Context: an optimization exercise on an open-source flow, tuned for small area, a short achievable clock period and few clock cycles. The choices shown serve that exercise and are no tape-out recipe. No run shown here included a check of the RTL's function; only the layout flow was run.

$ cat flow/config.mk
export PLATFORM = sky130hd
export DESIGN_NAME = bas
export DESIGN_NICKNAME = bas
export VERILOG_FILES = /design/flow/design.v
export SDC_FILE = /design/flow/constraint.sdc
export NUM_CORES = 8
export LEC_CHECK = 0
export ABC_AREA = 1
export CAP_MARGIN = 20
export CORE_MARGIN = 2
export CORE_UTILIZATION = 45
export SLEW_MARGIN = 20
$ cat flow/constraint.sdc
create_clock -name core_clock -period 27.0 [get_ports {clock}]
set_input_delay 5.4000 -clock core_clock [delete_from_list [all_inputs] [get_ports {clock}]]
set_output_delay 5.4000 -clock core_clock [all_outputs]
set_load 0.01 [all_outputs]
$ cat flow/design.v
module lfsr(d, n);
input  [8:0] d;
output [8:0] n;
assign n = {d[7:0], d[1] ^ d[2] ^ d[3] ^ d[7]};
endmodule
module beetle_left_antenna(d1, d2, q1, q2, ra, rb);
input [17:0] d1, d2;
input q1, q2;
output [32:0] ra, rb;
wire s0, k0;
assign {k0, s0} = {1'b0, ~(d1[0] & d1[6])} + {1'b0, ~(d1[1] & d1[5])} + {1'b0, 1'b1};
wire s1, k1;
assign {k1, s1} = {1'b0, ~(d1[0] & d1[4])} + {1'b0, ~(d1[1] & d1[3])} + {1'b0, 1'b1};
wire s2, k2;
assign {k2, s2} = {1'b0, ~(d1[0] & d1[5])} + {1'b0, ~(d1[1] & d1[4])} + {1'b0, ~(d1[3] & ~d1[2])};
wire s3, k3;
assign {k3, s3} = {1'b0, ~(d1[2] & d1[4])} + {1'b0, ~(d1[3] & d1[2])} + {1'b0, s0};
wire [8:0] Alo = {1'b0, k2, k1, s1, ~(d1[0] & d1[3]), ~(d1[0] & d1[2]), ~(d1[1] & ~d1[0]), 1'b1, ~d1[0]} + {1'b0, s3, s2, ~(d1[2] & d1[1]), ~(d1[2] & ~d1[1]), ~(d1[1] & d1[0]), 1'b1, 1'b1, 1'b1} + 9'd1;
wire s4, k4;
assign {k4, s4} = {1'b0, ~(d2[0] & d2[6])} + {1'b0, ~(d2[1] & d2[5])} + {1'b0, 1'b1};
wire s5, k5;
assign {k5, s5} = {1'b0, ~(d2[0] & d2[4])} + {1'b0, ~(d2[1] & d2[3])} + {1'b0, 1'b1};
wire s6, k6;
assign {k6, s6} = {1'b0, ~(d2[0] & d2[5])} + {1'b0, ~(d2[1] & d2[4])} + {1'b0, ~(d2[3] & ~d2[2])};
wire s7, k7;
assign {k7, s7} = {1'b0, ~(d2[2] & d2[4])} + {1'b0, ~(d2[3] & d2[2])} + {1'b0, s4};
wire [8:0] Blo = {1'b0, k6, k5, s5, ~(d2[0] & d2[3]), ~(d2[0] & d2[2]), ~(d2[1] & ~d2[0]), 1'b1, ~d2[0]} + {1'b0, s7, s6, ~(d2[2] & d2[1]), ~(d2[2] & ~d2[1]), ~(d2[1] & d2[0]), 1'b1, 1'b1, 1'b1} + 9'd1;
wire s8, k8;
assign {k8, s8} = {1'b0, ~(d1[0] & d1[7])} + {1'b0, ~(d1[1] & d1[6])} + {1'b0, 1'b1};
wire s9, k9;
assign {k9, s9} = {1'b0, ~(d1[0] & d1[12])} + {1'b0, ~(d1[1] & d1[11])} + {1'b0, 1'b1};
wire s10, k10;
assign {k10, s10} = {1'b0, ~(d1[0] & d1[13])} + {1'b0, ~(d1[1] & d1[12])} + {1'b0, ~(d1[2] & d1[11])};
wire s11, k11;
assign {k11, s11} = {1'b0, ~(d1[0] & d1[14])} + {1'b0, ~(d1[1] & d1[13])} + {1'b0, ~(d1[2] & d1[12])};
wire s12, k12;
assign {k12, s12} = {1'b0, ~(d1[3] & d1[11])} + {1'b0, ~(d1[4] & d1[10])} + {1'b0, ~(d1[5] & d1[9])};
wire s13, k13;
assign {k13, s13} = {1'b0, ~(d1[0] & d1[15])} + {1'b0, ~(d1[1] & d1[14])} + {1'b0, ~(d1[2] & d1[13])};
wire s14, k14;
assign {k14, s14} = {1'b0, ~(d1[3] & d1[12])} + {1'b0, ~(d1[4] & d1[11])} + {1'b0, ~(d1[5] & d1[10])};
wire s15, k15;
assign {k15, s15} = {1'b0, ~(d1[6] & d1[9])} + {1'b0, ~(d1[8] & ~d1[7])} + {1'b0, 1'b1};
wire s16, k16;
assign {k16, s16} = {1'b0, ~(d1[0] & d1[16])} + {1'b0, ~(d1[1] & d1[15])} + {1'b0, ~(d1[2] & d1[14])};
wire s17, k17;
assign {k17, s17} = {1'b0, ~(d1[3] & d1[13])} + {1'b0, ~(d1[4] & d1[12])} + {1'b0, ~(d1[5] & d1[11])};
wire s18, k18;
assign {k18, s18} = {1'b0, ~(d1[6] & d1[10])} + {1'b0, ~(d1[7] & d1[9])} + {1'b0, ~(d1[8] & d1[7])};
wire s19, k19;
assign {k19, s19} = {1'b0, ~(d2[0] & d2[16])} + {1'b0, ~(d2[1] & d2[15])} + {1'b0, ~(d2[2] & d2[14])};
wire s20, k20;
assign {k20, s20} = {1'b0, ~(d1[1] & d1[16])} + {1'b0, ~(d1[2] & d1[15])} + {1'b0, ~(d1[3] & d1[14])};
wire s21, k21;
assign {k21, s21} = {1'b0, ~(d1[4] & d1[13])} + {1'b0, ~(d1[5] & d1[12])} + {1'b0, ~(d1[6] & d1[11])};
wire s22, k22;
assign {k22, s22} = {1'b0, ~(d1[7] & d1[10])} + {1'b0, ~(d1[9] & ~d1[8])} + {1'b0, (d1[17] & d1[0])};
wire s23, k23;
assign {k23, s23} = {1'b0, ~(d2[1] & d2[16])} + {1'b0, ~(d2[2] & d2[15])} + {1'b0, ~(d2[3] & d2[14])};
wire s24, k24;
assign {k24, s24} = {1'b0, ~(d2[4] & d2[13])} + {1'b0, ~(d2[5] & d2[12])} + {1'b0, 1'b1};
wire s25, k25;
assign {k25, s25} = {1'b0, 1'b0} + {1'b0, ~(d1[2] & d1[16])} + {1'b0, ~(d1[3] & d1[15])};
wire s26, k26;
assign {k26, s26} = {1'b0, ~(d1[4] & d1[14])} + {1'b0, ~(d1[5] & d1[13])} + {1'b0, ~(d1[6] & d1[12])};
wire s27, k27;
assign {k27, s27} = {1'b0, ~(d1[7] & d1[11])} + {1'b0, ~(d1[8] & d1[10])} + {1'b0, ~(d1[9] & d1[8])};
wire s28, k28;
assign {k28, s28} = {1'b0, (d1[17] & d1[1])} + {1'b0, ~(d2[2] & d2[16])} + {1'b0, ~(d2[3] & d2[15])};
wire s29, k29;
assign {k29, s29} = {1'b0, ~(d2[4] & d2[14])} + {1'b0, ~(d2[5] & d2[13])} + {1'b0, ~(d2[6] & d2[12])};
wire s30, k30;
assign {k30, s30} = {1'b0, ~(d2[7] & d2[11])} + {1'b0, ~(d2[8] & d2[10])} + {1'b0, 1'b1};
wire s31, k31;
assign {k31, s31} = {1'b0, ~(d1[3] & d1[16])} + {1'b0, ~(d1[4] & d1[15])} + {1'b0, ~(d1[5] & d1[14])};
wire s32, k32;
assign {k32, s32} = {1'b0, ~(d1[6] & d1[13])} + {1'b0, ~(d1[7] & d1[12])} + {1'b0, ~(d1[8] & d1[11])};
wire s33, k33;
assign {k33, s33} = {1'b0, ~(d1[10] & ~d1[9])} + {1'b0, (d1[17] & d1[2])} + {1'b0, ~(d2[3] & d2[16])};
wire s34, k34;
assign {k34, s34} = {1'b0, ~(d2[4] & d2[15])} + {1'b0, ~(d2[5] & d2[14])} + {1'b0, ~(d2[6] & d2[13])};
wire s35, k35;
assign {k35, s35} = {1'b0, ~(d2[7] & d2[12])} + {1'b0, ~(d2[8] & d2[11])} + {1'b0, 1'b1};
wire s36, k36;
assign {k36, s36} = {1'b0, ~(d1[4] & d1[16])} + {1'b0, ~(d1[5] & d1[15])} + {1'b0, ~(d1[6] & d1[14])};
wire s37, k37;
assign {k37, s37} = {1'b0, ~(d1[7] & d1[13])} + {1'b0, ~(d1[8] & d1[12])} + {1'b0, ~(d1[9] & d1[11])};
wire s38, k38;
assign {k38, s38} = {1'b0, ~(d1[10] & d1[9])} + {1'b0, (d1[17] & d1[3])} + {1'b0, ~(d2[4] & d2[16])};
wire s39, k39;
assign {k39, s39} = {1'b0, ~(d2[5] & d2[15])} + {1'b0, ~(d2[6] & d2[14])} + {1'b0, ~(d2[7] & d2[13])};
wire s40, k40;
assign {k40, s40} = {1'b0, ~(d1[5] & d1[16])} + {1'b0, ~(d1[6] & d1[15])} + {1'b0, ~(d1[7] & d1[14])};
wire s41, k41;
assign {k41, s41} = {1'b0, ~(d1[8] & d1[13])} + {1'b0, ~(d1[9] & d1[12])} + {1'b0, ~(d1[11] & ~d1[10])};
wire s42, k42;
assign {k42, s42} = {1'b0, (d1[17] & d1[4])} + {1'b0, ~(d2[5] & d2[16])} + {1'b0, 1'b1};
wire s43, k43;
assign {k43, s43} = {1'b0, ~(d1[6] & d1[16])} + {1'b0, ~(d1[7] & d1[15])} + {1'b0, ~(d1[8] & d1[14])};
wire s44, k44;
assign {k44, s44} = {1'b0, ~(d1[9] & d1[13])} + {1'b0, ~(d1[10] & d1[12])} + {1'b0, ~(d1[11] & d1[10])};
wire s45, k45;
assign {k45, s45} = {1'b0, ~(d1[7] & d1[16])} + {1'b0, ~(d1[8] & d1[15])} + {1'b0, 1'b1};
wire s46, k46;
assign {k46, s46} = {1'b0, ~(d1[2] & d1[5])} + {1'b0, ~(d1[4] & ~d1[3])} + {1'b0, ~(d2[0] & d2[7])};
wire s47, k47;
assign {k47, s47} = {1'b0, ~(d2[1] & d2[6])} + {1'b0, ~(d2[2] & d2[5])} + {1'b0, ~(d2[4] & ~d2[3])};
wire s48, k48;
assign {k48, s48} = {1'b0, ~(d1[0] & d1[8])} + {1'b0, ~(d1[1] & d1[7])} + {1'b0, ~(d1[2] & d1[6])};
wire s49, k49;
assign {k49, s49} = {1'b0, ~(d1[3] & d1[5])} + {1'b0, ~(d1[4] & d1[3])} + {1'b0, ~(d2[0] & d2[8])};
wire s50, k50;
assign {k50, s50} = {1'b0, ~(d1[0] & d1[9])} + {1'b0, ~(d1[1] & d1[8])} + {1'b0, ~(d1[2] & d1[7])};
wire s51, k51;
assign {k51, s51} = {1'b0, ~(d1[3] & d1[6])} + {1'b0, ~(d1[5] & ~d1[4])} + {1'b0, 1'b1};
wire s52, k52;
assign {k52, s52} = {1'b0, ~(d1[0] & d1[10])} + {1'b0, ~(d1[1] & d1[9])} + {1'b0, ~(d1[2] & d1[8])};
wire s53, k53;
assign {k53, s53} = {1'b0, ~(d1[3] & d1[7])} + {1'b0, ~(d1[4] & d1[6])} + {1'b0, ~(d1[5] & d1[4])};
wire s54, k54;
assign {k54, s54} = {1'b0, ~(d2[0] & d2[10])} + {1'b0, ~(d2[1] & d2[9])} + {1'b0, 1'b1};
wire s55, k55;
assign {k55, s55} = {1'b0, ~(d1[0] & d1[11])} + {1'b0, ~(d1[1] & d1[10])} + {1'b0, ~(d1[2] & d1[9])};
wire s56, k56;
assign {k56, s56} = {1'b0, ~(d1[3] & d1[8])} + {1'b0, ~(d1[4] & d1[7])} + {1'b0, ~(d1[6] & ~d1[5])};
wire s57, k57;
assign {k57, s57} = {1'b0, ~(d2[0] & d2[11])} + {1'b0, ~(d2[1] & d2[10])} + {1'b0, ~(d2[2] & d2[9])};
wire s58, k58;
assign {k58, s58} = {1'b0, ~(d1[2] & d1[10])} + {1'b0, ~(d1[3] & d1[9])} + {1'b0, ~(d1[4] & d1[8])};
wire s59, k59;
assign {k59, s59} = {1'b0, ~(d1[5] & d1[7])} + {1'b0, ~(d1[6] & d1[5])} + {1'b0, ~(d2[0] & d2[12])};
wire s60, k60;
assign {k60, s60} = {1'b0, ~(d2[1] & d2[11])} + {1'b0, ~(d2[2] & d2[10])} + {1'b0, ~(d2[3] & d2[9])};
wire s61, k61;
assign {k61, s61} = {1'b0, ~(d2[4] & d2[8])} + {1'b0, ~(d2[5] & d2[7])} + {1'b0, 1'b1};
wire s62, k62;
assign {k62, s62} = {1'b0, ~(d1[3] & d1[10])} + {1'b0, ~(d1[4] & d1[9])} + {1'b0, ~(d1[5] & d1[8])};
wire s63, k63;
assign {k63, s63} = {1'b0, ~(d1[7] & ~d1[6])} + {1'b0, ~(d2[0] & d2[13])} + {1'b0, ~(d2[1] & d2[12])};
wire s64, k64;
assign {k64, s64} = {1'b0, ~(d2[2] & d2[11])} + {1'b0, ~(d2[3] & d2[10])} + {1'b0, ~(d2[4] & d2[9])};
wire s65, k65;
assign {k65, s65} = {1'b0, ~(d2[5] & d2[8])} + {1'b0, ~(d2[7] & ~d2[6])} + {1'b0, k9};
wire s66, k66;
assign {k66, s66} = {1'b0, ~(d1[6] & d1[8])} + {1'b0, ~(d1[7] & d1[6])} + {1'b0, ~(d2[0] & d2[14])};
wire s67, k67;
assign {k67, s67} = {1'b0, ~(d2[1] & d2[13])} + {1'b0, ~(d2[2] & d2[12])} + {1'b0, ~(d2[3] & d2[11])};
wire s68, k68;
assign {k68, s68} = {1'b0, ~(d2[4] & d2[10])} + {1'b0, ~(d2[5] & d2[9])} + {1'b0, ~(d2[6] & d2[8])};
wire s69, k69;
assign {k69, s69} = {1'b0, ~(d2[7] & d2[6])} + {1'b0, k10} + {1'b0, s11};
wire s70, k70;
assign {k70, s70} = {1'b0, ~(d2[0] & d2[15])} + {1'b0, ~(d2[1] & d2[14])} + {1'b0, ~(d2[2] & d2[13])};
wire s71, k71;
assign {k71, s71} = {1'b0, ~(d2[3] & d2[12])} + {1'b0, ~(d2[4] & d2[11])} + {1'b0, ~(d2[5] & d2[10])};
wire s72, k72;
assign {k72, s72} = {1'b0, ~(d2[6] & d2[9])} + {1'b0, ~(d2[8] & ~d2[7])} + {1'b0, k11};
wire s73, k73;
assign {k73, s73} = {1'b0, k12} + {1'b0, s13} + {1'b0, s14};
wire s74, k74;
assign {k74, s74} = {1'b0, ~(d2[3] & d2[13])} + {1'b0, ~(d2[4] & d2[12])} + {1'b0, ~(d2[5] & d2[11])};
wire s75, k75;
assign {k75, s75} = {1'b0, ~(d2[6] & d2[10])} + {1'b0, ~(d2[7] & d2[9])} + {1'b0, ~(d2[8] & d2[7])};
wire s76, k76;
assign {k76, s76} = {1'b0, k13} + {1'b0, k14} + {1'b0, k15};
wire s77, k77;
assign {k77, s77} = {1'b0, s16} + {1'b0, s17} + {1'b0, s18};
wire s78, k78;
assign {k78, s78} = {1'b0, ~(d2[6] & d2[11])} + {1'b0, ~(d2[7] & d2[10])} + {1'b0, ~(d2[9] & ~d2[8])};
wire s79, k79;
assign {k79, s79} = {1'b0, (d2[17] & d2[0])} + {1'b0, k16} + {1'b0, k17};
wire s80, k80;
assign {k80, s80} = {1'b0, k18} + {1'b0, k19} + {1'b0, s20};
wire s81, k81;
assign {k81, s81} = {1'b0, s21} + {1'b0, s22} + {1'b0, s23};
wire s82, k82;
assign {k82, s82} = {1'b0, ~(d2[9] & d2[8])} + {1'b0, (d2[17] & d2[1])} + {1'b0, k20};
wire s83, k83;
assign {k83, s83} = {1'b0, k21} + {1'b0, k22} + {1'b0, k23};
wire s84, k84;
assign {k84, s84} = {1'b0, k24} + {1'b0, s25} + {1'b0, s26};
wire s85, k85;
assign {k85, s85} = {1'b0, s27} + {1'b0, s28} + {1'b0, s29};
wire s86, k86;
assign {k86, s86} = {1'b0, ~(d2[10] & ~d2[9])} + {1'b0, (d2[17] & d2[2])} + {1'b0, k25};
wire s87, k87;
assign {k87, s87} = {1'b0, k26} + {1'b0, k27} + {1'b0, k28};
wire s88, k88;
assign {k88, s88} = {1'b0, k29} + {1'b0, k30} + {1'b0, s31};
wire s89, k89;
assign {k89, s89} = {1'b0, s32} + {1'b0, s33} + {1'b0, s34};
wire s90, k90;
assign {k90, s90} = {1'b0, ~(d2[8] & d2[12])} + {1'b0, ~(d2[9] & d2[11])} + {1'b0, ~(d2[10] & d2[9])};
wire s91, k91;
assign {k91, s91} = {1'b0, (d2[17] & d2[3])} + {1'b0, k31} + {1'b0, k32};
wire s92, k92;
assign {k92, s92} = {1'b0, k33} + {1'b0, k34} + {1'b0, k35};
wire s93, k93;
assign {k93, s93} = {1'b0, s36} + {1'b0, s37} + {1'b0, s38};
wire s94, k94;
assign {k94, s94} = {1'b0, ~(d2[6] & d2[15])} + {1'b0, ~(d2[7] & d2[14])} + {1'b0, ~(d2[8] & d2[13])};
wire s95, k95;
assign {k95, s95} = {1'b0, ~(d2[9] & d2[12])} + {1'b0, ~(d2[11] & ~d2[10])} + {1'b0, (d2[17] & d2[4])};
wire s96, k96;
assign {k96, s96} = {1'b0, k36} + {1'b0, k37} + {1'b0, k38};
wire s97, k97;
assign {k97, s97} = {1'b0, k39} + {1'b0, s40} + {1'b0, s41};
wire s98, k98;
assign {k98, s98} = {1'b0, (d1[17] & d1[5])} + {1'b0, ~(d2[6] & d2[16])} + {1'b0, ~(d2[7] & d2[15])};
wire s99, k99;
assign {k99, s99} = {1'b0, ~(d2[8] & d2[14])} + {1'b0, ~(d2[9] & d2[13])} + {1'b0, ~(d2[10] & d2[12])};
wire s100, k100;
assign {k100, s100} = {1'b0, ~(d2[11] & d2[10])} + {1'b0, (d2[17] & d2[5])} + {1'b0, k40};
wire s101, k101;
assign {k101, s101} = {1'b0, k41} + {1'b0, k42} + {1'b0, s43};
wire s102, k102;
assign {k102, s102} = {1'b0, ~(d1[9] & d1[14])} + {1'b0, ~(d1[10] & d1[13])} + {1'b0, ~(d1[12] & ~d1[11])};
wire s103, k103;
assign {k103, s103} = {1'b0, (d1[17] & d1[6])} + {1'b0, ~(d2[7] & d2[16])} + {1'b0, ~(d2[8] & d2[15])};
wire s104, k104;
assign {k104, s104} = {1'b0, ~(d2[9] & d2[14])} + {1'b0, ~(d2[10] & d2[13])} + {1'b0, ~(d2[12] & ~d2[11])};
wire s105, k105;
assign {k105, s105} = {1'b0, (d2[17] & d2[6])} + {1'b0, k43} + {1'b0, k44};
wire s106, k106;
assign {k106, s106} = {1'b0, ~(d1[8] & d1[16])} + {1'b0, ~(d1[9] & d1[15])} + {1'b0, ~(d1[10] & d1[14])};
wire s107, k107;
assign {k107, s107} = {1'b0, ~(d1[11] & d1[13])} + {1'b0, ~(d1[12] & d1[11])} + {1'b0, (d1[17] & d1[7])};
wire s108, k108;
assign {k108, s108} = {1'b0, ~(d2[8] & d2[16])} + {1'b0, ~(d2[9] & d2[15])} + {1'b0, ~(d2[10] & d2[14])};
wire s109, k109;
assign {k109, s109} = {1'b0, ~(d2[11] & d2[13])} + {1'b0, ~(d2[12] & d2[11])} + {1'b0, (d2[17] & d2[7])};
wire s110, k110;
assign {k110, s110} = {1'b0, ~(d1[9] & d1[16])} + {1'b0, ~(d1[10] & d1[15])} + {1'b0, ~(d1[11] & d1[14])};
wire s111, k111;
assign {k111, s111} = {1'b0, ~(d1[13] & ~d1[12])} + {1'b0, (d1[17] & d1[8])} + {1'b0, ~(d2[9] & d2[16])};
wire s112, k112;
assign {k112, s112} = {1'b0, ~(d2[10] & d2[15])} + {1'b0, ~(d2[11] & d2[14])} + {1'b0, 1'b1};
wire s113, k113;
assign {k113, s113} = {1'b0, ~(d1[10] & d1[16])} + {1'b0, ~(d1[11] & d1[15])} + {1'b0, ~(d1[12] & d1[14])};
wire s114, k114;
assign {k114, s114} = {1'b0, ~(d1[13] & d1[12])} + {1'b0, (d1[17] & d1[9])} + {1'b0, ~(d2[10] & d2[16])};
wire s115, k115;
assign {k115, s115} = {1'b0, ~(d1[11] & d1[16])} + {1'b0, ~(d1[12] & d1[15])} + {1'b0, 1'b1};
wire s116, k116;
assign {k116, s116} = {1'b0, k0} + {1'b0, k4} + {1'b0, s46};
wire s117, k117;
assign {k117, s117} = {1'b0, s47} + {1'b0, s8} + {1'b0, 1'b1};
wire s118, k118;
assign {k118, s118} = {1'b0, ~(d2[1] & d2[7])} + {1'b0, ~(d2[2] & d2[6])} + {1'b0, ~(d2[3] & d2[5])};
wire s119, k119;
assign {k119, s119} = {1'b0, ~(d2[4] & d2[3])} + {1'b0, k46} + {1'b0, k47};
wire s120, k120;
assign {k120, s120} = {1'b0, k8} + {1'b0, s48} + {1'b0, 1'b1};
wire s121, k121;
assign {k121, s121} = {1'b0, ~(d2[0] & d2[9])} + {1'b0, ~(d2[1] & d2[8])} + {1'b0, ~(d2[2] & d2[7])};
wire s122, k122;
assign {k122, s122} = {1'b0, ~(d2[3] & d2[6])} + {1'b0, ~(d2[5] & ~d2[4])} + {1'b0, k48};
wire s123, k123;
assign {k123, s123} = {1'b0, k49} + {1'b0, s50} + {1'b0, s51};
wire s124, k124;
assign {k124, s124} = {1'b0, ~(d2[2] & d2[8])} + {1'b0, ~(d2[3] & d2[7])} + {1'b0, ~(d2[4] & d2[6])};
wire s125, k125;
assign {k125, s125} = {1'b0, ~(d2[5] & d2[4])} + {1'b0, k50} + {1'b0, k51};
wire s126, k126;
assign {k126, s126} = {1'b0, s52} + {1'b0, s53} + {1'b0, s54};
wire s127, k127;
assign {k127, s127} = {1'b0, ~(d2[3] & d2[8])} + {1'b0, ~(d2[4] & d2[7])} + {1'b0, ~(d2[6] & ~d2[5])};
wire s128, k128;
assign {k128, s128} = {1'b0, k52} + {1'b0, k53} + {1'b0, k54};
wire s129, k129;
assign {k129, s129} = {1'b0, s55} + {1'b0, s56} + {1'b0, s57};
wire s130, k130;
assign {k130, s130} = {1'b0, ~(d2[6] & d2[5])} + {1'b0, k55} + {1'b0, k56};
wire s131, k131;
assign {k131, s131} = {1'b0, k57} + {1'b0, s58} + {1'b0, s59};
wire s132, k132;
assign {k132, s132} = {1'b0, s60} + {1'b0, s61} + {1'b0, s9};
wire s133, k133;
assign {k133, s133} = {1'b0, k58} + {1'b0, k59} + {1'b0, k60};
wire s134, k134;
assign {k134, s134} = {1'b0, k61} + {1'b0, s62} + {1'b0, s63};
wire s135, k135;
assign {k135, s135} = {1'b0, s64} + {1'b0, s10} + {1'b0, s65};
wire s136, k136;
assign {k136, s136} = {1'b0, k62} + {1'b0, k63} + {1'b0, k64};
wire s137, k137;
assign {k137, s137} = {1'b0, s66} + {1'b0, s67} + {1'b0, s68};
wire s138, k138;
assign {k138, s138} = {1'b0, s12} + {1'b0, k65} + {1'b0, s69};
wire s139, k139;
assign {k139, s139} = {1'b0, k66} + {1'b0, k67} + {1'b0, k68};
wire s140, k140;
assign {k140, s140} = {1'b0, s70} + {1'b0, s71} + {1'b0, s15};
wire s141, k141;
assign {k141, s141} = {1'b0, k69} + {1'b0, s72} + {1'b0, s73};
wire s142, k142;
assign {k142, s142} = {1'b0, k70} + {1'b0, k71} + {1'b0, s74};
wire s143, k143;
assign {k143, s143} = {1'b0, s75} + {1'b0, s19} + {1'b0, k72};
wire s144, k144;
assign {k144, s144} = {1'b0, k73} + {1'b0, s76} + {1'b0, s77};
wire s145, k145;
assign {k145, s145} = {1'b0, k74} + {1'b0, k75} + {1'b0, s78};
wire s146, k146;
assign {k146, s146} = {1'b0, s24} + {1'b0, k76} + {1'b0, k77};
wire s147, k147;
assign {k147, s147} = {1'b0, s79} + {1'b0, s80} + {1'b0, s81};
wire s148, k148;
assign {k148, s148} = {1'b0, k78} + {1'b0, s30} + {1'b0, k79};
wire s149, k149;
assign {k149, s149} = {1'b0, k80} + {1'b0, k81} + {1'b0, s82};
wire s150, k150;
assign {k150, s150} = {1'b0, s83} + {1'b0, s84} + {1'b0, s85};
wire s151, k151;
assign {k151, s151} = {1'b0, s35} + {1'b0, k82} + {1'b0, k83};
wire s152, k152;
assign {k152, s152} = {1'b0, k84} + {1'b0, k85} + {1'b0, s86};
wire s153, k153;
assign {k153, s153} = {1'b0, s87} + {1'b0, s88} + {1'b0, s89};
wire s154, k154;
assign {k154, s154} = {1'b0, s90} + {1'b0, s39} + {1'b0, k86};
wire s155, k155;
assign {k155, s155} = {1'b0, k87} + {1'b0, k88} + {1'b0, k89};
wire s156, k156;
assign {k156, s156} = {1'b0, s91} + {1'b0, s92} + {1'b0, s93};
wire s157, k157;
assign {k157, s157} = {1'b0, k90} + {1'b0, s94} + {1'b0, s95};
wire s158, k158;
assign {k158, s158} = {1'b0, s42} + {1'b0, k91} + {1'b0, k92};
wire s159, k159;
assign {k159, s159} = {1'b0, k93} + {1'b0, s96} + {1'b0, s97};
wire s160, k160;
assign {k160, s160} = {1'b0, k94} + {1'b0, k95} + {1'b0, s98};
wire s161, k161;
assign {k161, s161} = {1'b0, s99} + {1'b0, s44} + {1'b0, k96};
wire s162, k162;
assign {k162, s162} = {1'b0, k97} + {1'b0, s100} + {1'b0, s101};
wire s163, k163;
assign {k163, s163} = {1'b0, k98} + {1'b0, k99} + {1'b0, s102};
wire s164, k164;
assign {k164, s164} = {1'b0, s103} + {1'b0, s104} + {1'b0, s45};
wire s165, k165;
assign {k165, s165} = {1'b0, k100} + {1'b0, k101} + {1'b0, s105};
wire s166, k166;
assign {k166, s166} = {1'b0, k102} + {1'b0, k103} + {1'b0, k104};
wire s167, k167;
assign {k167, s167} = {1'b0, k45} + {1'b0, s106} + {1'b0, s107};
wire s168, k168;
assign {k168, s168} = {1'b0, s108} + {1'b0, s109} + {1'b0, k105};
wire s169, k169;
assign {k169, s169} = {1'b0, ~(d2[13] & ~d2[12])} + {1'b0, (d2[17] & d2[8])} + {1'b0, k106};
wire s170, k170;
assign {k170, s170} = {1'b0, k107} + {1'b0, k108} + {1'b0, k109};
wire s171, k171;
assign {k171, s171} = {1'b0, s110} + {1'b0, s111} + {1'b0, s112};
wire s172, k172;
assign {k172, s172} = {1'b0, ~(d2[11] & d2[15])} + {1'b0, ~(d2[12] & d2[14])} + {1'b0, ~(d2[13] & d2[12])};
wire s173, k173;
assign {k173, s173} = {1'b0, (d2[17] & d2[9])} + {1'b0, k110} + {1'b0, k111};
wire s174, k174;
assign {k174, s174} = {1'b0, k112} + {1'b0, s113} + {1'b0, s114};
wire s175, k175;
assign {k175, s175} = {1'b0, ~(d1[14] & ~d1[13])} + {1'b0, (d1[17] & d1[10])} + {1'b0, ~(d2[11] & d2[16])};
wire s176, k176;
assign {k176, s176} = {1'b0, ~(d2[12] & d2[15])} + {1'b0, ~(d2[14] & ~d2[13])} + {1'b0, (d2[17] & d2[10])};
wire s177, k177;
assign {k177, s177} = {1'b0, k113} + {1'b0, k114} + {1'b0, s115};
wire s178, k178;
assign {k178, s178} = {1'b0, ~(d1[12] & d1[16])} + {1'b0, ~(d1[13] & d1[15])} + {1'b0, ~(d1[14] & d1[13])};
wire s179, k179;
assign {k179, s179} = {1'b0, (d1[17] & d1[11])} + {1'b0, ~(d2[12] & d2[16])} + {1'b0, ~(d2[13] & d2[15])};
wire s180, k180;
assign {k180, s180} = {1'b0, ~(d2[14] & d2[13])} + {1'b0, (d2[17] & d2[11])} + {1'b0, k115};
wire s181, k181;
assign {k181, s181} = {1'b0, ~(d1[13] & d1[16])} + {1'b0, ~(d1[15] & ~d1[14])} + {1'b0, (d1[17] & d1[12])};
wire s182, k182;
assign {k182, s182} = {1'b0, ~(d2[13] & d2[16])} + {1'b0, ~(d2[15] & ~d2[14])} + {1'b0, 1'b1};
wire s183, k183;
assign {k183, s183} = {1'b0, ~(d1[14] & d1[16])} + {1'b0, ~(d1[15] & d1[14])} + {1'b0, (d1[17] & d1[13])};
wire s184, k184;
assign {k184, s184} = {1'b0, k3} + {1'b0, k7} + {1'b0, s116};
wire s185, k185;
assign {k185, s185} = {1'b0, s118} + {1'b0, s49} + {1'b0, k116};
wire s186, k186;
assign {k186, s186} = {1'b0, k117} + {1'b0, s119} + {1'b0, 1'b1};
wire s187, k187;
assign {k187, s187} = {1'b0, k118} + {1'b0, s121} + {1'b0, k119};
wire s188, k188;
assign {k188, s188} = {1'b0, k120} + {1'b0, s122} + {1'b0, s123};
wire s189, k189;
assign {k189, s189} = {1'b0, k121} + {1'b0, s124} + {1'b0, k122};
wire s190, k190;
assign {k190, s190} = {1'b0, k123} + {1'b0, s125} + {1'b0, s126};
wire s191, k191;
assign {k191, s191} = {1'b0, k124} + {1'b0, s127} + {1'b0, k125};
wire s192, k192;
assign {k192, s192} = {1'b0, k126} + {1'b0, s128} + {1'b0, s129};
wire s193, k193;
assign {k193, s193} = {1'b0, k127} + {1'b0, k128} + {1'b0, k129};
wire s194, k194;
assign {k194, s194} = {1'b0, s130} + {1'b0, s131} + {1'b0, s132};
wire s195, k195;
assign {k195, s195} = {1'b0, k130} + {1'b0, k131} + {1'b0, k132};
wire s196, k196;
assign {k196, s196} = {1'b0, s133} + {1'b0, s134} + {1'b0, s135};
wire s197, k197;
assign {k197, s197} = {1'b0, k133} + {1'b0, k134} + {1'b0, s136};
wire s198, k198;
assign {k198, s198} = {1'b0, s137} + {1'b0, k135} + {1'b0, s138};
wire s199, k199;
assign {k199, s199} = {1'b0, k136} + {1'b0, k137} + {1'b0, s139};
wire s200, k200;
assign {k200, s200} = {1'b0, s140} + {1'b0, k138} + {1'b0, s141};
wire s201, k201;
assign {k201, s201} = {1'b0, k139} + {1'b0, k140} + {1'b0, s142};
wire s202, k202;
assign {k202, s202} = {1'b0, s143} + {1'b0, k141} + {1'b0, s144};
wire s203, k203;
assign {k203, s203} = {1'b0, k142} + {1'b0, s145} + {1'b0, k143};
wire s204, k204;
assign {k204, s204} = {1'b0, s146} + {1'b0, k144} + {1'b0, s147};
wire s205, k205;
assign {k205, s205} = {1'b0, k145} + {1'b0, k146} + {1'b0, s148};
wire s206, k206;
assign {k206, s206} = {1'b0, s149} + {1'b0, k147} + {1'b0, s150};
wire s207, k207;
assign {k207, s207} = {1'b0, k148} + {1'b0, k149} + {1'b0, s151};
wire s208, k208;
assign {k208, s208} = {1'b0, s152} + {1'b0, k150} + {1'b0, s153};
wire s209, k209;
assign {k209, s209} = {1'b0, k151} + {1'b0, k152} + {1'b0, s154};
wire s210, k210;
assign {k210, s210} = {1'b0, s155} + {1'b0, k153} + {1'b0, s156};
wire s211, k211;
assign {k211, s211} = {1'b0, s157} + {1'b0, k154} + {1'b0, k155};
wire s212, k212;
assign {k212, s212} = {1'b0, s158} + {1'b0, k156} + {1'b0, s159};
wire s213, k213;
assign {k213, s213} = {1'b0, k157} + {1'b0, s160} + {1'b0, k158};
wire s214, k214;
assign {k214, s214} = {1'b0, s161} + {1'b0, k159} + {1'b0, s162};
wire s215, k215;
assign {k215, s215} = {1'b0, k160} + {1'b0, s163} + {1'b0, s164};
wire s216, k216;
assign {k216, s216} = {1'b0, k161} + {1'b0, s165} + {1'b0, k162};
wire s217, k217;
assign {k217, s217} = {1'b0, k163} + {1'b0, k164} + {1'b0, s166};
wire s218, k218;
assign {k218, s218} = {1'b0, s167} + {1'b0, k165} + {1'b0, s168};
wire s219, k219;
assign {k219, s219} = {1'b0, k166} + {1'b0, k167} + {1'b0, s169};
wire s220, k220;
assign {k220, s220} = {1'b0, s170} + {1'b0, s171} + {1'b0, k168};
wire s221, k221;
assign {k221, s221} = {1'b0, s172} + {1'b0, k169} + {1'b0, k170};
wire s222, k222;
assign {k222, s222} = {1'b0, k171} + {1'b0, s173} + {1'b0, s174};
wire s223, k223;
assign {k223, s223} = {1'b0, k172} + {1'b0, s175} + {1'b0, s176};
wire s224, k224;
assign {k224, s224} = {1'b0, k173} + {1'b0, k174} + {1'b0, s177};
wire s225, k225;
assign {k225, s225} = {1'b0, k175} + {1'b0, k176} + {1'b0, s178};
wire s226, k226;
assign {k226, s226} = {1'b0, s179} + {1'b0, k177} + {1'b0, s180};
wire s227, k227;
assign {k227, s227} = {1'b0, (d2[17] & d2[12])} + {1'b0, k178} + {1'b0, k179};
wire s228, k228;
assign {k228, s228} = {1'b0, s181} + {1'b0, s182} + {1'b0, k180};
wire s229, k229;
assign {k229, s229} = {1'b0, ~(d2[14] & d2[16])} + {1'b0, ~(d2[15] & d2[14])} + {1'b0, (d2[17] & d2[13])};
wire s230, k230;
assign {k230, s230} = {1'b0, k181} + {1'b0, k182} + {1'b0, s183};
wire s231, k231;
assign {k231, s231} = {1'b0, ~(d1[16] & ~d1[15])} + {1'b0, (d1[17] & d1[14])} + {1'b0, ~(d2[16] & ~d2[15])};
wire s232, k232;
assign {k232, s232} = {1'b0, (d2[17] & d2[14])} + {1'b0, k183} + {1'b0, 1'b1};
wire s233, k233;
assign {k233, s233} = {1'b0, ~(d1[16] & d1[15])} + {1'b0, (d1[17] & d1[15])} + {1'b0, ~(d2[16] & d2[15])};
wire s234, k234;
assign {k234, s234} = {1'b0, (d2[17] & d2[15])} + {1'b0, ~(q1 & d1[0])} + {1'b0, ~(q2 & d2[0])};
wire s235, k235;
assign {k235, s235} = {1'b0, ~d1[17]} + {1'b0, ~d2[17]} + {1'b0, (d1[17] & d1[16])};
wire s236, k236;
assign {k236, s236} = {1'b0, (d2[17] & d2[16])} + {1'b0, ~(q1 & d1[1])} + {1'b0, ~(q2 & d2[1])};
wire s237, k237;
assign {k237, s237} = {1'b0, s117} + {1'b0, s184} + {1'b0, 1'b1};
wire s238, k238;
assign {k238, s238} = {1'b0, s120} + {1'b0, s185} + {1'b0, s186};
wire s239, k239;
assign {k239, s239} = {1'b0, k185} + {1'b0, k186} + {1'b0, s187};
wire s240, k240;
assign {k240, s240} = {1'b0, k187} + {1'b0, s189} + {1'b0, k188};
wire s241, k241;
assign {k241, s241} = {1'b0, k189} + {1'b0, s191} + {1'b0, k190};
wire s242, k242;
assign {k242, s242} = {1'b0, k191} + {1'b0, s193} + {1'b0, k192};
wire s243, k243;
assign {k243, s243} = {1'b0, k193} + {1'b0, s195} + {1'b0, k194};
wire s244, k244;
assign {k244, s244} = {1'b0, k195} + {1'b0, s197} + {1'b0, k196};
wire s245, k245;
assign {k245, s245} = {1'b0, k197} + {1'b0, s199} + {1'b0, k198};
wire s246, k246;
assign {k246, s246} = {1'b0, k199} + {1'b0, s201} + {1'b0, k200};
wire s247, k247;
assign {k247, s247} = {1'b0, k201} + {1'b0, s203} + {1'b0, k202};
wire s248, k248;
assign {k248, s248} = {1'b0, k203} + {1'b0, s205} + {1'b0, k204};
wire s249, k249;
assign {k249, s249} = {1'b0, k205} + {1'b0, s207} + {1'b0, k206};
wire s250, k250;
assign {k250, s250} = {1'b0, k207} + {1'b0, s209} + {1'b0, k208};
wire s251, k251;
assign {k251, s251} = {1'b0, k209} + {1'b0, s211} + {1'b0, k210};
wire s252, k252;
assign {k252, s252} = {1'b0, k211} + {1'b0, s213} + {1'b0, k212};
wire s253, k253;
assign {k253, s253} = {1'b0, s215} + {1'b0, k213} + {1'b0, k214};
wire s254, k254;
assign {k254, s254} = {1'b0, s217} + {1'b0, k215} + {1'b0, k216};
wire s255, k255;
assign {k255, s255} = {1'b0, k217} + {1'b0, s219} + {1'b0, s220};
wire s256, k256;
assign {k256, s256} = {1'b0, k219} + {1'b0, s221} + {1'b0, s222};
wire s257, k257;
assign {k257, s257} = {1'b0, s223} + {1'b0, k221} + {1'b0, k222};
wire s258, k258;
assign {k258, s258} = {1'b0, k223} + {1'b0, s225} + {1'b0, s226};
wire s259, k259;
assign {k259, s259} = {1'b0, k225} + {1'b0, s227} + {1'b0, k226};
wire s260, k260;
assign {k260, s260} = {1'b0, s229} + {1'b0, k227} + {1'b0, s230};
wire s261, k261;
assign {k261, s261} = {1'b0, k229} + {1'b0, s231} + {1'b0, k230};
wire s262, k262;
assign {k262, s262} = {1'b0, k231} + {1'b0, s233} + {1'b0, s234};
wire s263, k263;
assign {k263, s263} = {1'b0, k233} + {1'b0, s235} + {1'b0, k234};
wire s264, k264;
assign {k264, s264} = {1'b0, ~(q1 & d1[2])} + {1'b0, ~(q2 & d2[2])} + {1'b0, k235};
wire s265, k265;
assign {k265, s265} = {1'b0, 1'b0} + {1'b0, ~(q1 & d1[3])} + {1'b0, 1'b1};
wire s266, k266;
assign {k266, s266} = {1'b0, 1'b0} + {1'b0, ~(q1 & d1[4])} + {1'b0, 1'b1};
wire s267, k267;
assign {k267, s267} = {1'b0, 1'b0} + {1'b0, ~(q1 & d1[5])} + {1'b0, 1'b1};
wire s268, k268;
assign {k268, s268} = {1'b0, 1'b0} + {1'b0, ~(q1 & d1[6])} + {1'b0, 1'b1};
wire s269, k269;
assign {k269, s269} = {1'b0, Alo[8]} + {1'b0, Blo[8]} + {1'b0, 1'b1};
wire s270, k270;
assign {k270, s270} = {1'b0, k184} + {1'b0, k237} + {1'b0, s238};
wire s271, k271;
assign {k271, s271} = {1'b0, s188} + {1'b0, k238} + {1'b0, s239};
wire s272, k272;
assign {k272, s272} = {1'b0, s190} + {1'b0, k239} + {1'b0, s240};
wire s273, k273;
assign {k273, s273} = {1'b0, s192} + {1'b0, k240} + {1'b0, s241};
wire s274, k274;
assign {k274, s274} = {1'b0, s194} + {1'b0, k241} + {1'b0, s242};
wire s275, k275;
assign {k275, s275} = {1'b0, k242} + {1'b0, s196} + {1'b0, s243};
wire s276, k276;
assign {k276, s276} = {1'b0, k243} + {1'b0, s198} + {1'b0, s244};
wire s277, k277;
assign {k277, s277} = {1'b0, s200} + {1'b0, k244} + {1'b0, s245};
wire s278, k278;
assign {k278, s278} = {1'b0, s202} + {1'b0, k245} + {1'b0, s246};
wire s279, k279;
assign {k279, s279} = {1'b0, s204} + {1'b0, k246} + {1'b0, s247};
wire s280, k280;
assign {k280, s280} = {1'b0, s206} + {1'b0, k247} + {1'b0, s248};
wire s281, k281;
assign {k281, s281} = {1'b0, s208} + {1'b0, k248} + {1'b0, s249};
wire s282, k282;
assign {k282, s282} = {1'b0, s210} + {1'b0, k249} + {1'b0, s250};
wire s283, k283;
assign {k283, s283} = {1'b0, s212} + {1'b0, k250} + {1'b0, s251};
wire s284, k284;
assign {k284, s284} = {1'b0, s214} + {1'b0, k251} + {1'b0, s252};
wire s285, k285;
assign {k285, s285} = {1'b0, s216} + {1'b0, k252} + {1'b0, s253};
wire s286, k286;
assign {k286, s286} = {1'b0, s218} + {1'b0, k253} + {1'b0, s254};
wire s287, k287;
assign {k287, s287} = {1'b0, k218} + {1'b0, k254} + {1'b0, s255};
wire s288, k288;
assign {k288, s288} = {1'b0, k220} + {1'b0, s256} + {1'b0, k255};
wire s289, k289;
assign {k289, s289} = {1'b0, s224} + {1'b0, k256} + {1'b0, s257};
wire s290, k290;
assign {k290, s290} = {1'b0, k224} + {1'b0, k257} + {1'b0, s258};
wire s291, k291;
assign {k291, s291} = {1'b0, s228} + {1'b0, s259} + {1'b0, k258};
wire s292, k292;
assign {k292, s292} = {1'b0, k228} + {1'b0, s260} + {1'b0, k259};
wire s293, k293;
assign {k293, s293} = {1'b0, s232} + {1'b0, s261} + {1'b0, k260};
wire s294, k294;
assign {k294, s294} = {1'b0, k232} + {1'b0, s262} + {1'b0, k261};
wire s295, k295;
assign {k295, s295} = {1'b0, s236} + {1'b0, k262} + {1'b0, s263};
wire s296, k296;
assign {k296, s296} = {1'b0, k236} + {1'b0, s264} + {1'b0, k263};
wire s297, k297;
assign {k297, s297} = {1'b0, ~(q2 & d2[3])} + {1'b0, s265} + {1'b0, k264};
wire s298, k298;
assign {k298, s298} = {1'b0, ~(q2 & d2[4])} + {1'b0, k265} + {1'b0, s266};
wire s299, k299;
assign {k299, s299} = {1'b0, ~(q2 & d2[5])} + {1'b0, k266} + {1'b0, s267};
wire s300, k300;
assign {k300, s300} = {1'b0, ~(q2 & d2[6])} + {1'b0, k267} + {1'b0, s268};
wire s301, k301;
assign {k301, s301} = {1'b0, 1'b0} + {1'b0, k268} + {1'b0, 1'b1};
assign ra = ~{k300, k299, k298, k297, k296, k295, k294, k293, k292, k291, k290, k289, k288, k287, k286, k285, k284, k283, k282, k281, k280, k279, k278, k277, k276, k275, k274, k273, k272, k271, k270, k269, s269};
assign rb = ~{s301, s300, s299, s298, s297, s296, s295, s294, s293, s292, s291, s290, s289, s288, s287, s286, s285, s284, s283, s282, s281, s280, s279, s278, s277, s276, s275, s274, s273, s272, s271, s270, s237};
endmodule
module beetle_compare(al, bl, ar, br, gt);
input [32:0] al, bl, ar, br;
output gt;
wire [31:0] a = {~al[31], al[30:0]};
wire [31:0] b = bl[31:0];
wire [31:0] c = ~{~ar[31], ar[30:0]};
wire [31:0] e = ~br[31:0];
wire [32:0] tl = {1'b0, a} + {1'b0, b};
wire [32:0] tr = {1'b0, ~c} + {1'b0, br[31:0]};
wire [31:0] x1 = a ^ b;
wire [31:0] x2 = c ^ e;
wire [31:0] x = x1 ^ x2;
wire [31:0] co;
wire [31:0] ci = {co[30:0], 1'b1};
genvar i;
generate for (i = 0; i < 32; i = i + 1) begin : cmp4
  assign co[i] = x1[i] ? c[i] : a[i];
end endgenerate
wire [31:0] xs = x ^ ci;
wire [31:0] xk = {x[30:0] & ci[30:0] | ~x[30:0] & e[30:0], 1'b0};
wire k31 = x[31] ? ci[31] : e[31];
wire [32:0] ts = {1'b0, xs} + {1'b0, xk};
assign gt = ~(ts[32] ^ k31 ^ co[31] ^ tl[32] ^ tr[32]);
endmodule
module beetle_right_antenna(dir, sense, s3, step);
input  [8:0]  dir;
input  [12:0] sense;
input  [14:0] s3;
output [13:0] step;
wire [15:0] s1 = {3'b000, sense};
wire [15:0] s2 = {2'b00, sense, 1'b0};
wire [15:0] t3 = {1'b0, s3};
wire [15:0] s4 = {1'b0, sense, 2'b00};
wire [3:0] g0 = {dir[2:0], 1'b0};
wire [3:0] g1 = dir[5:2];
wire [3:0] g2 = dir[8:5];
wire [15:0] r0, r1, r2;
wire n0, n1, n2;
beetle_booth_row b0(g0, s1, s2, t3, s4, r0, n0);
beetle_booth_row b1(g1, s1, s2, t3, s4, r1, n1);
beetle_booth_row b2(g2, s1, s2, t3, s4, r2, n2);
wire [21:0] p = {{6{n0}}, r0} + {{3{n1}}, r1, 3'd0} + {r2, 6'd0}
              + {15'd0, n2, 2'b00, n1, 2'b00, n0};
assign step = p[21:8];
endmodule
module beetle_booth_row(g, s1, s2, s3, s4, r, n);
input  [3:0]  g;
input  [15:0] s1, s2, s3, s4;
output [15:0] r;
output n;
wire [2:0] a = g[3] ? ~g[2:0] : g[2:0];
wire m1 = ~a[2] & (a[1] ^ a[0]);
wire m2 = ~a[2] & a[1] & a[0] | a[2] & ~a[1] & ~a[0];
wire m3 = a[2] & (a[1] ^ a[0]);
wire m4 = a[2] & a[1] & a[0];
wire [15:0] mag = {16{m1}} & s1 | {16{m2}} & s2 | {16{m3}} & s3 | {16{m4}} & s4;
assign r = g[3] ? ~mag : mag;
assign n = g[3];
endmodule
module beetle_position(mx, my, nx, ny, d1, d2, q1, q2);
parameter NB = 0;
input  [15:0] mx, my;
input  signed [13:0] nx, ny;
output [17:0] d1, d2;
output q1, q2;
wire [15:0] fx = {{2{nx[13]}}, nx};
wire [15:0] fy = {{2{ny[13]}}, ny};
wire [15:0] ax = NB ? mx - fx : mx + fx;
wire [15:0] ay = NB ? my - fy : my + fy;
assign d1 = {2'b00, ax} + {ay[15], ay, 1'b0} - 18'd1792;
assign d2 = {ax[15], ax, 1'b0} + {2'b00, ay} - 18'd1280;
assign q1 = ay[15];
assign q2 = ax[15];
endmodule
module bas(clock,reset,load, seed_x,seed_y,iterations,x,y,x_extreme,y_extreme,out_value,done );
    input clock,reset,load;
    input [8:0] seed_x,seed_y;
    input [8:0] iterations;
    input [15:0] x,y;
    output signed [15:0] x_extreme,y_extreme;
    output signed [39:0] out_value;
    output reg done;
    reg [15:0] x_curr, y_curr;           
    reg signed [13:0] step_x, step_y;    
    reg signed [13:0] step_nx, step_ny;  
    reg [17:0] dl1, dl2, dr1, dr2;       
    reg ql1, ql2, qr1, qr2;              
    reg [32:0] value_curr;               
    reg [8:0] dir_x, dir_y;              
    reg [12:0] sense;                    
    reg [8:0] remain;
    reg run;
    reg first;                           
    reg [15:0] x_best, y_best;
    reg [32:0] value_best;
    reg value_init;                      
    wire [32:0] al, bl, ar, br;
    beetle_left_antenna ol(dl1, dl2, ql1, ql2, al, bl);
    beetle_left_antenna or_(dr1, dr2, qr1, qr2, ar, br);
    wire go_right;
    beetle_compare cmp(al, bl, ar, br, go_right);
    wire [32:0] odour_l = al + bl;
    wire [32:0] odour_r = ar + br;
    wire [15:0] x_l = x_curr + {{2{step_x[13]}}, step_x};
    wire [15:0] y_l = y_curr + {{2{step_y[13]}}, step_y};
    wire [15:0] x_r = x_curr - {{2{step_x[13]}}, step_x};
    wire [15:0] y_r = y_curr - {{2{step_y[13]}}, step_y};
    wire [17:0] ell1, ell2, elr1, elr2, erl1, erl2, err1, err2;
    wire qll1, qll2, qlr1, qlr2, qrl1, qrl2, qrr1, qrr2;
    beetle_position #(0) pll(x_l, y_l, step_nx, step_ny, ell1, ell2, qll1, qll2);
    beetle_position #(1) plr(x_l, y_l, step_nx, step_ny, elr1, elr2, qlr1, qlr2);
    beetle_position #(0) prl(x_r, y_r, step_nx, step_ny, erl1, erl2, qrl1, qrl2);
    beetle_position #(1) prr(x_r, y_r, step_nx, step_ny, err1, err2, qrr1, qrr2);
    wire signed [13:0] mul_x, mul_y;
    wire [14:0] sense3 = {2'b00, sense} + {1'b0, sense, 1'b0};
    beetle_right_antenna mulx(dir_x, sense, sense3, mul_x);
    beetle_right_antenna muly(dir_y, sense, sense3, mul_y);
    wire [8:0] dir_x_n, dir_y_n, seed_x_n, seed_y_n;
    lfsr lx(dir_x, dir_x_n);
    lfsr ly(dir_y, dir_y_n);
    lfsr lsx(seed_x, seed_x_n);
    lfsr lsy(seed_y, seed_y_n);
    assign x_extreme = x_best;
    assign y_extreme = y_best;
    assign out_value = {4'b0, {3{value_init}}, value_best};
    always @(posedge clock) begin
        if (reset) begin
            x_curr <= x;
            y_curr <= y;
            dl1 <= 18'd0;
            dl2 <= 18'd0;
            dr1 <= 18'd0;
            dr2 <= 18'd0;
            ql1 <= 1'b0;
            ql2 <= 1'b0;
            qr1 <= 1'b0;
            qr2 <= 1'b0;
            step_x <= 14'd0;
            step_y <= 14'd0;
            step_nx <= 14'd0;
            step_ny <= 14'd0;
            dir_x <= 9'd0;
            dir_y <= 9'd0;
        end else begin
            if (go_right) begin
                x_curr <= x_r;
                y_curr <= y_r;
                dl1 <= erl1;
                dl2 <= erl2;
                dr1 <= err1;
                dr2 <= err2;
                ql1 <= qrl1;
                ql2 <= qrl2;
                qr1 <= qrr1;
                qr2 <= qrr2;
            end else begin
                x_curr <= x_l;
                y_curr <= y_l;
                dl1 <= ell1;
                dl2 <= ell2;
                dr1 <= elr1;
                dr2 <= elr2;
                ql1 <= qll1;
                ql2 <= qll2;
                qr1 <= qlr1;
                qr2 <= qlr2;
            end
            step_x <= step_nx;
            step_y <= step_ny;
            if (load) begin
                step_nx <= {{5{seed_x[8]}}, seed_x} + {{2{seed_x[8]}}, seed_x, 3'b000} + {seed_x[8], seed_x, 4'b0000};
                step_ny <= {{5{seed_y[8]}}, seed_y} + {{2{seed_y[8]}}, seed_y, 3'b000} + {seed_y[8], seed_y, 4'b0000};
                dir_x <= seed_x_n;
                dir_y <= seed_y_n;
            end else begin
                step_nx <= mul_x;
                step_ny <= mul_y;
                dir_x <= dir_x_n;
                dir_y <= dir_y_n;
            end
        end
        value_curr <= go_right ? odour_r : odour_l;
        if (reset)
            sense <= 13'd6400;
        else
            sense <= sense - {8'd0, sense[12:8]} - {12'd0, sense[7:0] != 8'd0};
        if (reset) begin
            run <= 1'b0;
            done <= 1'b0;
            x_best <= 16'd0;
            y_best <= 16'd0;
            value_best <= {33{1'b1}};
            value_init <= 1'b1;
        end else if (load) begin
            remain <= iterations;
            first <= 1'b1;
            run <= iterations != 9'd0;
            done <= iterations == 9'd0;
        end else if (run) begin
            remain <= remain - 9'd1;
            first <= 1'b0;
            if (remain == 9'd0) begin
                run <= 1'b0;
                done <= 1'b1;
            end
            if (!first && value_curr < value_best) begin
                x_best <= x_curr;
                y_best <= y_curr;
                value_best <= value_curr;
                value_init <= 1'b0;
            end
        end
    end
endmodule
$ cat flow/flow/run.sh
#!/bin/bash
# The standard layout, with timing repair aiming for 20 ns of setup slack
# at the design's clock period (over-fixing, as SETUP_SLACK_MARGIN does),
# on the worst 20% of endpoints, and buf_4 cells as the port buffers.
set -euo pipefail
bash standard.sh SETUP_SLACK_MARGIN=20 TNS_END_PERCENT=20 "BUFFER_PORTS_ARGS=-buffer_cell sky130_fd_sc_hd__buf_4" finish > orfs_make.log 2>&1
$ cat flow/standard.sh
#!/bin/bash
# synth_recipe.tcl (not shown) runs the flow's synth.tcl, then flattens the netlist and writes it again
# the make line also repeats each setting of config.mk as NAME=value (left out here)
make -C /OpenROAD-flow-scripts/flow DESIGN_CONFIG=/design/flow/config.mk WORK_HOME=/design/flow/orfs CLKGATE_MAP_FILE= SYNTH_SCRIPT=/design/flow/synth_recipe.tcl "${@:-finish}"
==> results.cfg, run 1 <==
[status]
outcome = finished clean

[job]
cap_violations = 0

[synth]
post_synth.cell_area_avg_um2 = 7.07
yosysSeqAreaShare_pct = 10.7
async_flop_share_pct = 0
synth_xor_area_share_pct = 7.61
synthAdderAreaFrac_pct = 36.4
synth_top_family_by_area = adder cells
synth_area_leader_cell = fa_1
synth.top_cell.area_share_pct = 20.1
synth_compound_area_share_pct = 13.7
syn_area_um2 = 58200
ys.flop_type = dfxtp_1
synthMuxAreaShare_pct = 0.153
ys_types = 66
yosys_warnings = 1
synth_area_leaders = fa_1 (20%), ha_1 (16%), inv_1 (11%), nand2_1 (11%), dfxtp_1 (10%)
synth_cells = 8241
synthSimpleGateAreaFrac_pct = 18.0
synth_edf_count = 10
ys_ff_latch = 306

[sta]
hold_viol = 0
period_share_pct = 26.3
tns_ps = 0
worst_slew_pin_slew_ps = 1180
final_max_slew_viol_count = 0
min_period_ps = 7100
fmax_mhz = 141
timing.slew.headroom_pct = 21.0
setup_viol = 0
setup_ws_ps = 19900
skew_ps = 47.0
rsz0062_at_grt = true

[final_layout]
nFillCells = 12600
seq_area_um2 = 6410
nets = 9733
multi_input_area_um2 = 45500
final_cells = 10100
drive_gt1_share_pct = 9.40
area_delta_synth_final_pct = 13.2

[global_routing]
overflow = 0
grt_pass1_vias = 53800
grt_max_degree = 90
antenna_found_initial = 2
grt_use_total_pct = 31.1
grt_pass1_wl_mm = 316

[hold_path]
hold_class = flop to flop
holdCritStartpoint = value_init

[clock_network]
clkSinkCount = 306
root_buffer = clkbuf_16
tritoncts = built
cts_made_buffers = 44
clk-insertion-delay-late_ps = 640
cts_buffer_depth = 3
htreeDepth = 2
clk_pin_slew_ps = 60

[route]
wl_per_cell_um = 21.0
num_vias = 54100
viasPerCell = 5.37
drt_iter0_drc = 4611
ant_nets = 0
drc = 0
first_pass_iters = 6
wl_mm = 211

[placement]
routabilityCongestion = 0.964
dpl.hpwl_mm = 162
dp_slack_ps = 17670
port_buffers = 130
placed_cells = 9811

[die]
die-height_um = 364
core_um2 = 128000
pin_count = 135
start_util_pct = 45.5
chipWidth_um = 364
rows = 131
die-area_um2 = 132000

[setup_path]
arrival_ps = 7350
critPathLaunch = reset
crit_type = input pin to flop
worstReg2RegStart = dr1[9]
critPathMaxFanout = 56
cp_data_required_time_ps = 27250
start_kind = input pin
end_kind = flop
logic make-up (layout without fill, tap and decap cells):
logic type | after synthesis | in the layout
compound gates | 1437 | 1437
xor+xnor | 506 | 506
mux | 8 | 8
simple gates | 2610 | 2616
fa+ha+maj | 1343 | 1343
other cells | 1 | 5
buf+inv | 2030 | 2139
flops | 306 | 306
cell usage in the layout (no fill, tap or decap), types with 16 or more instances in the layout:
master	synthesis	final
nor4_1	19	19
buf_6	8	16
o22ai_1	53	53
ha_1	758	717
xnor2_1	113	106
nor3_1	68	67
dfxtp_4	0	45
ha_4	0	35
clkbuf_16	0	54
inv_2	6	23
buf_12	0	38
a21oi_1	655	640
o221ai_1	18	18
dfxtp_1	296	239
nor2_1	532	527
a31oi_1	44	43
o21bai_1	33	33
nand2_1	1662	1649
o211ai_1	25	25
o21ai_1	30	50
o21ai_0	431	400
a21oi_2	6	19
inv_1	1670	1642
xor2_1	393	380
nand3_1	252	242
nand4_1	30	30
fa_2	0	72
a221oi_1	17	17
a21o_1	27	27
or2_2	18	18
fa_1	585	513
buf_4	21	288
critical path, cell delays in order:
cell,delay [ps]
buf_6,160
buf_4,590
buf_4,660
a21oi_1,390
per-layer routing:
layer / global-route usage, % / vias up / share of wire [%]
met5: 0 / - / 0
met4: 13.0 / 0 / 5.2
met3: 2.94 / 388 / 6.2
met2: 54.9 / 1968 / 48
met1: 38.6 / 25800 / 41
li1: - / 25900 / -
synth_stat cells, types with 21 or more instances:
library cell,count
a21oi_1,655
inv_1,1670
o21ai_0,431
nor2_1,532
o211ai_1,25
o22ai_1,53
xor2_1,393
nand2_1,1662
buf_1,43
o21ai_1,30
o21bai_1,33
nor3_1,68
clkbuf_1,223
nand3_1,252
dfxtp_1,296
fa_1,585
buf_2,50
a21o_1,27
ha_1,758
xnor2_1,113
a31oi_1,44
buf_4,21
nand4_1,30
timing repair:
| item | 4_1_cts | 5_1_grt |
|---|---|---|
| pin swaps | 33 | 136 |
| endpoints found under the setup margin | 209 | 217 |
| hold buffers | 0 | 0 |
| cloned | 20 | 12 |
| buffers inserted | 49 | 119 |
| resized for setup | 268 | 268 |
cell type report:
cell class | instances | share of cell area, %
multi-input cells | 5914 | 69.1
flip-flops and latches | 306 | 9.72
inverters | 1685 | 9.68
repair buffers | 376 | 6.01
well taps | 1729 | 3.28
clock buffers | 57 | 1.79
clock inverters | 20 | 0.429
repair inverters | 1 | 0.00759
diodes | 1 | 0.00380
worst paths after layout:
check / to / slack [ps] / cells past startpoint
min reg2reg: value_init / 480 / 2
max: remain[2] / 19900 / 4
max reg2reg: dr1[1] / 20140 / 33
min: value_init / 480 / 2
through the flow:
| step | hold slack [ps] | instance area [um^2] | util, % |
|---|---|---|---|
| 2_1_floorplan | 444 | 58300 | - |
| 3_3_place_gp | 467 | 60300 | 47.1 |
| 3_5_place_dp | 471 | 60300 | 47.1 |
| 4_1_cts | 481 | 63800 | 49.8 |
| 5_1_grt | 504 | 65900 | 51.5 |
| 6_report | 477 | 65900 | 51.5 |
sequential cells by signal, indices dropped and copies added (netlist names), 13 cells and up:
register	cells
dl1	18
sense	13
y_best	16
dr1	18
x_best	16
y_curr	16
value_curr	33
dr2	18
step_x	14
value_best	33
step_ny	14
step_nx	14
step_y	14
x_curr	16
dl2	18
==> run 2, diff against run 1 <==
--- a/flow/design.v
+++ b/flow/design.v
@@ -727,15 +727,17 @@
     wire qll1, qll2, qlr1, qlr2, qrl1, qrl2, qrr1, qrr2;
-    beetle_position #(0) pll(x_l, y_l, step_nx, step_ny, ell1, ell2, qll1, qll2);
-    beetle_position #(1) plr(x_l, y_l, step_nx, step_ny, elr1, elr2, qlr1, qlr2);
-    beetle_position #(0) prl(x_r, y_r, step_nx, step_ny, erl1, erl2, qrl1, qrl2);
-    beetle_position #(1) prr(x_r, y_r, step_nx, step_ny, err1, err2, qrr1, qrr2);
+    wire signed [13:0] first_x = {{5{dir_x[8]}}, dir_x} + {{2{dir_x[8]}}, dir_x, 3'b000} + {dir_x[8], dir_x, 4'b0000};
+    wire signed [13:0] first_y = {{5{dir_y[8]}}, dir_y} + {{2{dir_y[8]}}, dir_y, 3'b000} + {dir_y[8], dir_y, 4'b0000};
+    wire signed [13:0] next_x = first ? first_x : step_nx;
+    wire signed [13:0] next_y = first ? first_y : step_ny;
+    beetle_position #(0) pll(x_l, y_l, next_x, next_y, ell1, ell2, qll1, qll2);
+    beetle_position #(1) plr(x_l, y_l, next_x, next_y, elr1, elr2, qlr1, qlr2);
+    beetle_position #(0) prl(x_r, y_r, next_x, next_y, erl1, erl2, qrl1, qrl2);
+    beetle_position #(1) prr(x_r, y_r, next_x, next_y, err1, err2, qrr1, qrr2);
     wire signed [13:0] mul_x, mul_y;
     wire [14:0] sense3 = {2'b00, sense} + {1'b0, sense, 1'b0};
-    beetle_right_antenna mulx(dir_x, sense, sense3, mul_x);
-    beetle_right_antenna muly(dir_y, sense, sense3, mul_y);
-    wire [8:0] dir_x_n, dir_y_n, seed_x_n, seed_y_n;
+    wire [8:0] dir_x_n, dir_y_n;
     lfsr lx(dir_x, dir_x_n);
     lfsr ly(dir_y, dir_y_n);
-    lfsr lsx(seed_x, seed_x_n);
-    lfsr lsy(seed_y, seed_y_n);
+    beetle_right_antenna mulx(dir_x_n, sense, sense3, mul_x);
+    beetle_right_antenna muly(dir_y_n, sense, sense3, mul_y);
     assign x_extreme = x_best;
@@ -785,12 +787,10 @@
             end
-            step_x <= step_nx;
-            step_y <= step_ny;
+            step_x <= next_x;
+            step_y <= next_y;
+            step_nx <= mul_x;
+            step_ny <= mul_y;
             if (load) begin
-                step_nx <= {{5{seed_x[8]}}, seed_x} + {{2{seed_x[8]}}, seed_x, 3'b000} + {seed_x[8], seed_x, 4'b0000};
-                step_ny <= {{5{seed_y[8]}}, seed_y} + {{2{seed_y[8]}}, seed_y, 3'b000} + {seed_y[8], seed_y, 4'b0000};
-                dir_x <= seed_x_n;
-                dir_y <= seed_y_n;
+                dir_x <= seed_x;
+                dir_y <= seed_y;
             end else begin
-                step_nx <= mul_x;
-                step_ny <= mul_y;
                 dir_x <= dir_x_n;
@@ -807,2 +807,3 @@
             done <= 1'b0;
+            first <= 1'b0;
             x_best <= 16'd0;
==> results.cfg, run 2 <==
[synth]
ys.flop_type = dfxtp_1
synth.top_cell.area_share_pct = 20.0
synth_edf_count = 9
synth_cells = 8284
yosysSeqAreaShare_pct = 10.6
yosysMostFrequentCell = nand2_1
synth_area_leader_cell = fa_1
post_synth.cell_area_avg_um2 = 7.05
syn_area_um2 = 58400
yosys_warnings = 1
synth_common_cells = nand2_1 (1754), inv_1 (1692), ha_1 (766)
synth_area_leaders = fa_1 (20%), ha_1 (16%), nand2_1 (11%), inv_1 (11%), dfxtp_1 (10%)
ys_ff_latch = 304
async_flop_share_pct = 0
ys_types = 66

[setup_path]
cpMaxStageDelayCell = nor2_2
reg2reg_to = dr2[3]
rrSetupSlack_ps = 20040
start_kind = input pin
critPathMaxFanout = 65
end_kind = flop
cp_cell_sequence = buf_4 -> nor2_2 -> nand2_8 -> buf_4 -> clkinv_2 -> buf_12 -> nor2_1 -> nor2_1
crit_type = input pin to flop
worstReg2RegStart = dr1[14]
cp_data_required_time_ps = 27560
rr_worst_depth = 31
arrival_ps = 7550
max_stage_delay_ps = 480

[final_layout]
fin_util_pct = 51.9
final_cell_mix = nand2_1 (1725), inv_1 (1649), ha_1 (713)
nets = 9832
area_delta_synth_final_pct = 14.7
drive_gt1_share_pct = 11.3
final_common_cell = nand2_1
largestRegisters = value_best (33), value_curr (33)
nFillCells = 12700

[clock_network]
cts_made_buffers = 42
clk_pin_slew_ps = 60
root_buffer = clkbuf_16
clk-insertion-delay-late_ps = 640
clkSinkCount = 304
cts_buffer_depth = 3
htreeDepth = 2
tritoncts = built

[global_routing]
antenna_found_initial = 4
grt_max_degree = 101
grt_pass1_wl_mm = 319
grt_use_total_pct = 31.5
grt_pass1_vias = 54400
overflow = 0

[die]
chipWidth_um = 364
start_util_pct = 45.2
die-area_um2 = 133000
die-height_um = 364
core_um2 = 129000
pin_count = 135
rows = 132

[placement]
routabilityCongestion = 0.997
port_buffers = 130
dpl.hpwl_mm = 163

[job]
cap_violations = 0

[hold_path]
hold_end = value_best[12]
hold_class = flop to flop
holdCritStartpoint = value_curr[12]
hold_depth = 2

[route]
ant_nets = 0
viasPerCell = 5.34
wl_per_cell_um = 21.1
wl_mm = 215
drt_iter0_drc = 4392
num_vias = 54500
first_pass_iters = 8
drc = 0

[sta]
worst_slew_pin_slew_ps = 1080
rsz0062_at_grt = true
tns_ps = 0
skew_ps = 19.1
hold_viol = 0
whs_ps = 459
timing.slew.headroom_pct = 27.6
setup_viol = 0
fmax_mhz = 143
period_share_pct = 25.9
min_period_ps = 6980
final_max_slew_viol_count = 0

[status]
outcome = finished clean
[run 2: cell types whose count changed after synthesis, moves of 16 or more]
cell / delta
clkbuf_1: +37
nor2_1: +16
nand2_1: +92
xnor2_1: -18
o21bai_1: +31
a21oi_1: -76
buf_2: -20
o21ai_0: -80
nand3_1: +17
inv_1: +22
[run 2: area by class of cell]
cell class	count	area, um^2	share of cell area [%]
Tap cell	1742	2180	3.25
Inverter	1705	6470	9.65
Clock inverter	29	383	0.571
Timing Repair inverter	1	11.3	0.0168
Timing Repair Buffer	428	4230	6.32
Clock buffer	49	1150	1.71
Multi-Input combinational cell	5937	46200	68.9
Antenna cell	2	5.00	0.00747
Sequential cell	304	6410	9.57
[run 2: cell families (layout without fill, tap and decap cells)]
kind of cell | after synthesis | count (layout) | synth area share (%)
adder cells (fa/ha/maj) | 1351 | 1351 | 36.5
buffers and inverters | 2052 | 2212 | 13.5
AO/OA/AOI/OAI | 1326 | 1326 | 12.9
AND/OR/NAND/NOR | 2743 | 2749 | 18.9
flip-flops | 304 | 304 | 10.6
other | 1 | 6 | 0.00642
multiplexers | 10 | 10 | 0.191
XOR/XNOR | 497 | 497 | 7.45
[run 2: through the flow]
step	instance area, um^2	setup WS (ps)	std cells
floorplan	58400	20090	8287
global placement	60500	17400	9858
detailed placement	60500	17340	9859
CTS	64800	19980	10100
global route	67000	19700	10200
finish	67000	20020	10200
[run 2: how the worst max path moves through the flow]
stage,slack [ps],end,cells after the start,from
finish,20020,y_best[10],8,load
global route,19700,step_nx[13],35,sense[2]
CTS,19980,dr1[16],34,dir_x[5]
detailed placement,17340,dl2[6],32,dr1[6]
global placement,17400,dl2[13],32,dr2[3]
floorplan,20090,value_curr[19],35,dr2[16]
[run 2: timing repair]
item | CTS | global route
setup endpoints to repair | 205 | 199
resized for setup | 345 | 295
gates cloned | 15 | 11
hold buffers | 0 | 0
buffers inserted | 131 | 101
pin swaps | 76 | 151
[run 2: worst max-delay path, delay by kind of cell]
kind / cells / cell delay (ps)
buffers and inverters: 4 / 1030
and+or+nand+nor: 4 / 980
[run 2: routing by layer]
metal | track usage (%) | vias to the layer above | wire length [um] | share of wire, %
met2 | 55.1 | 1824 | 103000 | 48
met1 | 37.1 | 26100 | 84900 | 39
met4 | 17.8 | 2 | 14500 | 6.7
li1 | - | 26000 | - | -
met3 | 3.94 | 516 | 12500 | 5.8
met5 | 0 | - | 13 | 0.0060

-- separate check: timing with driven ports --
Ports are ideal in the flow. The routed layouts listed here were re-timed in OpenROAD.
Step 1 assumes that a clkbuf_16 drives the clock port and a buf_2 every other input.
Step 2 adds t to the input delays and takes it off the output delays; t is the mean of the earliest and latest rising clock arrival at the registers after step 1. Input paths then give back, and output paths get back, about the clock's delay inside the block.
a / b / c = ideal ports / drivers / drivers and shift; a / b = the first two.
run	t (ns)	setup WS [ns]	hold slack, ns	worst setup path after step 2
run 1	0.704	19.904 / 19.947 / 19.244	0.477 / 0.477 / 0.477	input to register
run 2	0.706	20.016 / 20.036 / 19.367	0.459 / 0.459 / 0.459	input to register
After both steps every run listed still meets setup and hold. For run 1, which loses most, drivers alone change the setup slack by +0.043 ns; drivers and shift together by -0.660 ns.
